This design comes from an exercise in tuning for small area on the open sky130 flow, not from production work.
RTL that was checked went through simulation tests only; none was proved equivalent to the original.
No driver is modelled on the clock port, so clock power and skew are understated where the tree is cut down; a real chip needs a root buffer or a tree.
Power is estimated from default activity; no workload was simulated.

## job 101
## parking_system
module parking_system(
  input clk,reset_n,
  input sensor_entrance, sensor_exit,
  input pushbutton_0,input pushbutton_1,
  output [3:0] digit_out,
  output reg GREEN_LED,output reg RED_LED,output reg IDLE_LED
);
For scale: ~510 cells after synthesis, roughly 120 flip-flops, ~13 I/O pins, ~4800 sq um of cells after synthesis.
Settings: LEC_CHECK=0, CAP_MARGIN=20, CORE_MARGIN=2, CORE_UTILIZATION=70, CTS_BUF_LIST=sky130_fd_sc_hd__clkbuf_8, CTS_CLUSTER_DIAMETER=300, CTS_CLUSTER_SIZE=60, SLEW_MARGIN=20; clock period 10.0 ns.
run.sh (not shown) runs the stock make flow with config.mk's settings and CLKGATE_MAP_FILE= SYNTH_SCRIPT=/design/flow/synth_recipe.tcl, a recipe that flattens the netlist after the stock synthesis.
#### Input delta (job 102 over job 101)
Settings: CTS_CLUSTER_SIZE: 60 -> 40; CTS_BUF_LIST: sky130_fd_sc_hd__clkbuf_8 -> sky130_fd_sc_hd__clkbuf_4; CTS_CLUSTER_DIAMETER: 300 -> 150; CORE_UTILIZATION: 70 -> 40.
Notes after the runs:
On job 102: sequential cell area share is 0.34 points higher than what job 101 gave.
From job 101 to job 102 the numbers moved as follows: core box area saw an increase; clock skew saw an increase; power saw a decrease; total routing resource utilization after global routing saw a decrease.
Job 102 vs. job 101: die span in x increased 27 um, fmax up 0.0033 GHz, routed wire length on met2 lower, area overhead of the layout relative to synthesis lost 0.86 points, post-placement setup slack fell by 0.014 ns.
Job 101 has a higher clock share of power than job 102.
Inputs modified between job 102 and job 103:
Settings: a deleted CTS_CLUSTER_DIAMETER that had been 150; a deleted CTS_CLUSTER_SIZE that had been 40; a deleted CTS_BUF_LIST that had been sky130_fd_sc_hd__clkbuf_4.
Findings:
Data required time of the worst path came out higher on job 103 than on job 102.
From job 102 to job 103 the numbers moved as follows: time the final worst path needs with I/O delays and setup rose by 0.054 ns; timing-limited maximum frequency dropped about 1.6%; wire length of the first global-routing pass went up; global-route usage held steady; proportion of layout cells with a drive suffix above 1 higher.
Job 103 gives more final worst-path cycle share than job 102 did.
Re initial core utilization: no difference whatsoever between job 102 and job 103.
The relative slew slack reported for job 103 is greater than that of job 102 by 0.54 points.
In the metrics for job 102 and job 103, the one carrying the higher number of DRC markers after the initial detailed-route iteration is job 103.
Job 103 finished every stage and its layout cleared the timing, DRC and antenna checks.
No run of this note included a check of the RTL's function; only the layout flow was run.

========
The RTL this note starts from:
==> flow/design.v <==
`timescale 1ns / 1ps
module parking_system(
  input clk,reset_n,
  input sensor_entrance, sensor_exit,
  input pushbutton_0,input pushbutton_1,
  output [3:0] digit_out,
  output reg GREEN_LED,output reg RED_LED,output reg IDLE_LED
);
localparam [2:0] S_IDLE = 3'b100, S_WP = 3'b011, S_WEP = 3'b111,
                 S_RP = 3'b001, S_REP = 3'b101;
localparam [10:0] G_START = 11'd1505;
localparam [12:0] A_START = 13'd3968;
localparam [10:0] B_START = 11'd1912;
function [10:0] lg;   
  input [10:0] s;
  reg [10:0] v;
  begin
    v = s ^ 11'd682;
    lg = {v[9:0], ~(v[10] ^ v[1])} ^ 11'd682;
  end
endfunction
function [12:0] la;   
  input [12:0] s;
  reg [12:0] v;
  begin
    v = s ^ 13'd2730;
    la = {v[11:0], ~(v[12] ^ v[0] ^ v[1])} ^ 13'd2730;
  end
endfunction
function [10:0] lb;   
  input [10:0] s;
  reg [10:0] v;
  begin
    v = s ^ 11'd682;
    lb = {v[9:0], ~(v[10] ^ v[1])} ^ 11'd682;
  end
endfunction
function [3:0] cstep;
  input [3:0] s;
  cstep = {s[3] ^ (s[2] & s[1] & s[0]), s[2] ^ (s[1] & s[0]), s[1] ^ s[0], ~s[0]};
endfunction
function [1:0] cq5;
  input [3:0] s;
  begin
    case (s)
      4'd0: cq5 = 2'd0;
      4'd1: cq5 = 2'd0;
      4'd2: cq5 = 2'd0;
      4'd3: cq5 = 2'd0;
      4'd4: cq5 = 2'd0;
      4'd5: cq5 = 2'd1;
      4'd6: cq5 = 2'd1;
      4'd7: cq5 = 2'd1;
      4'd8: cq5 = 2'd1;
      4'd9: cq5 = 2'd1;
      4'd10: cq5 = 2'd2;
      4'd11: cq5 = 2'd2;
      4'd12: cq5 = 2'd2;
      4'd13: cq5 = 2'd2;
      4'd14: cq5 = 2'd2;
      4'd15: cq5 = 2'd3;
      default: cq5 = 2'd0;
    endcase
  end
endfunction
reg [2:0] st;
reg [2:0] led_tmp;       
reg [2:0] ncd;           
reg old0, old1;
reg [3:0] flag;
reg [3:0] cnt0, cnt1, cnt2, cnt3;
reg [12:0] d0, d1;
reg [10:0] d2, d3;
reg [10:0] gate;
wire is_idle  = ~st[0];
wire is_wait  = st[1];
wire is_right = st[0] & ~st[1];
wire exit_dir = st[2];
wire is_rep   = is_right & exit_dir;
wire first    = is_right & led_tmp[1];    
wire r0 = is_wait & pushbutton_0 & ~old0;
wire r1 = is_wait & pushbutton_1 & ~old1;
wire [3:0] pw = gate[3:0];
wire check = is_wait & gate[4];
wire v0 = pw == 4'b1100;
wire v1 = pw == 4'b1001;
wire v2 = pw == 4'b1010;
wire v3 = pw == 4'b0101;
wire valid = v0 | v1 | v2 | v3;
wire ok = check & valid;
wire [3:0] vs = {v3, v2, v1, v0};
wire gate_end = &{~gate[10], gate[9], gate[8], gate[7], ~gate[6], ~gate[5], ~gate[3], ~gate[2], ~gate[0]};
wire e0 = &{~d0[12], d0[11], d0[10], d0[9], d0[8], d0[7], d0[6], ~d0[5], ~d0[3], ~d0[2], ~d0[1], ~d0[0]};
wire e1 = &{~d1[12], d1[11], d1[10], d1[9], d1[8], d1[7], d1[6], ~d1[5], ~d1[3], ~d1[2], ~d1[1], ~d1[0]};
wire e2 = &{~d2[9], ~d2[8], d2[7], d2[6], d2[5], ~d2[4], ~d2[3], ~d2[1], ~d2[0]};
wire e3 = &{~d3[9], ~d3[8], d3[7], d3[6], d3[5], ~d3[4], ~d3[3], ~d3[1], ~d3[0]};
wire [3:0] tend = {e3, e2, e1, e0};
wire show = is_rep & ~first;
wire [3:0] csel = ({4{~flag[0]}} & cnt0) | ({4{~flag[1]}} & cnt1) | ({4{~flag[2]}} & cnt2) | ({4{~flag[3]}} & cnt3);
wire [1:0] q5 = cq5(csel);
assign digit_out = show ? {2'b00, q5} : {1'b0, ncd};
always @(posedge clk) begin
  if (reset_n) begin
    st <= S_IDLE;
    led_tmp <= 3'b000;
    {IDLE_LED, RED_LED, GREEN_LED} <= 3'b000;
    ncd <= 0;
    old0 <= 0; old1 <= 0;
    flag <= 0;
  end else begin
    led_tmp <= st;
    {IDLE_LED, RED_LED, GREEN_LED} <= led_tmp;
    if (is_wait) begin
      old0 <= pushbutton_0;
      old1 <= pushbutton_1;
    end
    if (is_idle) begin
      if (sensor_entrance && !ncd[2]) st <= S_WP;
      else if (sensor_exit && ncd != 0) st <= S_WEP;
    end else if (is_wait) begin
      if (check) st <= valid ? {exit_dir, 2'b01} : S_IDLE;
    end else begin
      if (gate_end) st <= S_IDLE;
    end
    if (first) ncd <= exit_dir ? ncd - 1'b1 : ncd + 1'b1;
    if (ok && v0) flag[0] <= ~exit_dir;
    if (ok && v1) flag[1] <= ~exit_dir;
    if (ok && v2) flag[2] <= ~exit_dir;
    if (ok && v3) flag[3] <= ~exit_dir;
  end
end
always @(posedge clk) begin
  if (is_right && !gate_end) gate <= lg(gate);
  else if (check || !is_wait) gate <= G_START;
  else gate <= {G_START[10:5], r1 ? {gate[3:0], 1'b1} : r0 ? {gate[3:0], 1'b0} : gate[4:0]};
  d0 <= (flag[0] && !e0) ? la(d0) : A_START;
  d1 <= (flag[1] && !e1) ? la(d1) : A_START;
  d2 <= (flag[2] && !e2) ? lb(d2) : B_START;
  d3 <= (flag[3] && !e3) ? lb(d3) : B_START;
  if (flag[0]) begin if (e0) cnt0 <= cstep(cnt0); end else if (!(is_rep && !gate_end)) cnt0 <= 0;
  if (flag[1]) begin if (e1) cnt1 <= cstep(cnt1); end else if (!(is_rep && !gate_end)) cnt1 <= 0;
  if (flag[2]) begin if (e2) cnt2 <= cstep(cnt2); end else if (!(is_rep && !gate_end)) cnt2 <= 0;
  if (flag[3]) begin if (e3) cnt3 <= cstep(cnt3); end else if (!(is_rep && !gate_end)) cnt3 <= 0;
end
endmodule
Settings: LEC_CHECK=0, CAP_MARGIN=20, CORE_MARGIN=2, CORE_UTILIZATION=80, SLEW_MARGIN=20; clock period 10.0 ns.
standard.sh (not shown) runs the stock make flow with config.mk's settings and CLKGATE_MAP_FILE= SYNTH_SCRIPT=/design/flow/synth_recipe.tcl, a recipe that flattens the netlist after the stock synthesis.
==> flow/flow/run.sh <==
#!/bin/bash
# The standard layout (standard.sh) with these changes:
# * synthesis is synth_recipe.tcl with an area-oriented abc script
#   (flow/synth_area.tcl, flow/area.abc); registers are untouched;
# * the port buffers are the smallest buffer (buf_1);
# * the clock tree is made by flow/cts_manual.tcl: four buffers, each
#   driving the flip-flops of one quarter of the layout, fed by the clock port.
# Each tool's output goes to a log file in this folder.
set -euo pipefail
W=$(pwd)
R=$W/orfs/results/sky130hd/parking_system/base
export AREA_ABC_SCRIPT=$W/flow/area.abc
export BUFFER_PORTS_ARGS="-buffer_cell sky130_fd_sc_hd__buf_1"
# synthesis: standard.sh's own make command, with our synthesis script
grep '^make ' standard.sh \
  | sed -e "s#SYNTH_SCRIPT=[^ ]*#SYNTH_SCRIPT=$W/flow/synth_area.tcl#" \
        -e 's#"${@:-finish}"#synth#' > synth_cmd.sh
bash synth_cmd.sh > synth.log 2>&1
# floorplan and placement, standard
bash standard.sh place > place.log 2>&1
# clock tree
RESULTS=$R CTS_NX=2 CTS_NY=2 CTS_BUF=sky130_fd_sc_hd__buf_8 \
  openroad -no_init -exit $W/flow/cts_manual.tcl > cts.log 2>&1
cp cts.log $W/orfs/logs/sky130hd/parking_system/base/4_1_cts.log
# routing and the rest, standard
bash standard.sh finish > finish.log 2>&1
Other scripts of this flow, unchanged in this note and not shown: flow/flow/area.abc, flow/flow/cts_manual.tcl, flow/flow/synth_area.tcl
The starting point went through all stages and came out clean.
Next try:
- CORE_UTILIZATION: 80 -> 70
Outcome:
- non-clock buffer count stays the same
- setup slack gains 0.094 ns
- global-route usage decreases by 6.3 points
- power went down by 0.77%
No run of this note takes its clock network from TritonCTS; it comes from the design's own scripts or RTL.

-- afterwards: timing with drivers on the ports --
No port has a modelled driver above. Below, the same layouts with a new extraction and two added sets of constraints.
Step 1, drivers: a clkbuf_16 drives clk and a buf_2 each remaining input, both assumed.
Step 2 also shifts input and output timing later by t, the mid clock arrival at the registers, as if the neighbouring blocks saw the same clock.
Slacks: ideal ports / drivers / drivers and shift; pairs: ideal ports / drivers.
| run | t, ns | setup slack, ns | worst data-port slew with drivers (ns) |
|---|---|---|---|
| job 101 | 0.446 | 6.570 / 6.581 / 6.135 | 0.04 |
| job 102 | 0.540 | 6.609 / 6.579 / 6.142 | 0.03 |
| job 103 | 0.446 | 6.555 / 6.570 / 6.124 | 0.03 |
| the first run of note 2 | 0.208 | 5.891 / 5.818 / 6.026 | 0.03 |
| the second run of note 2 | 0.211 | 5.984 / 5.912 / 6.123 | 0.03 |
After both steps every run listed still meets setup and hold. The setup slack of job 102, which loses most, moves by -0.030 ns with the drivers and by -0.467 ns with both steps.
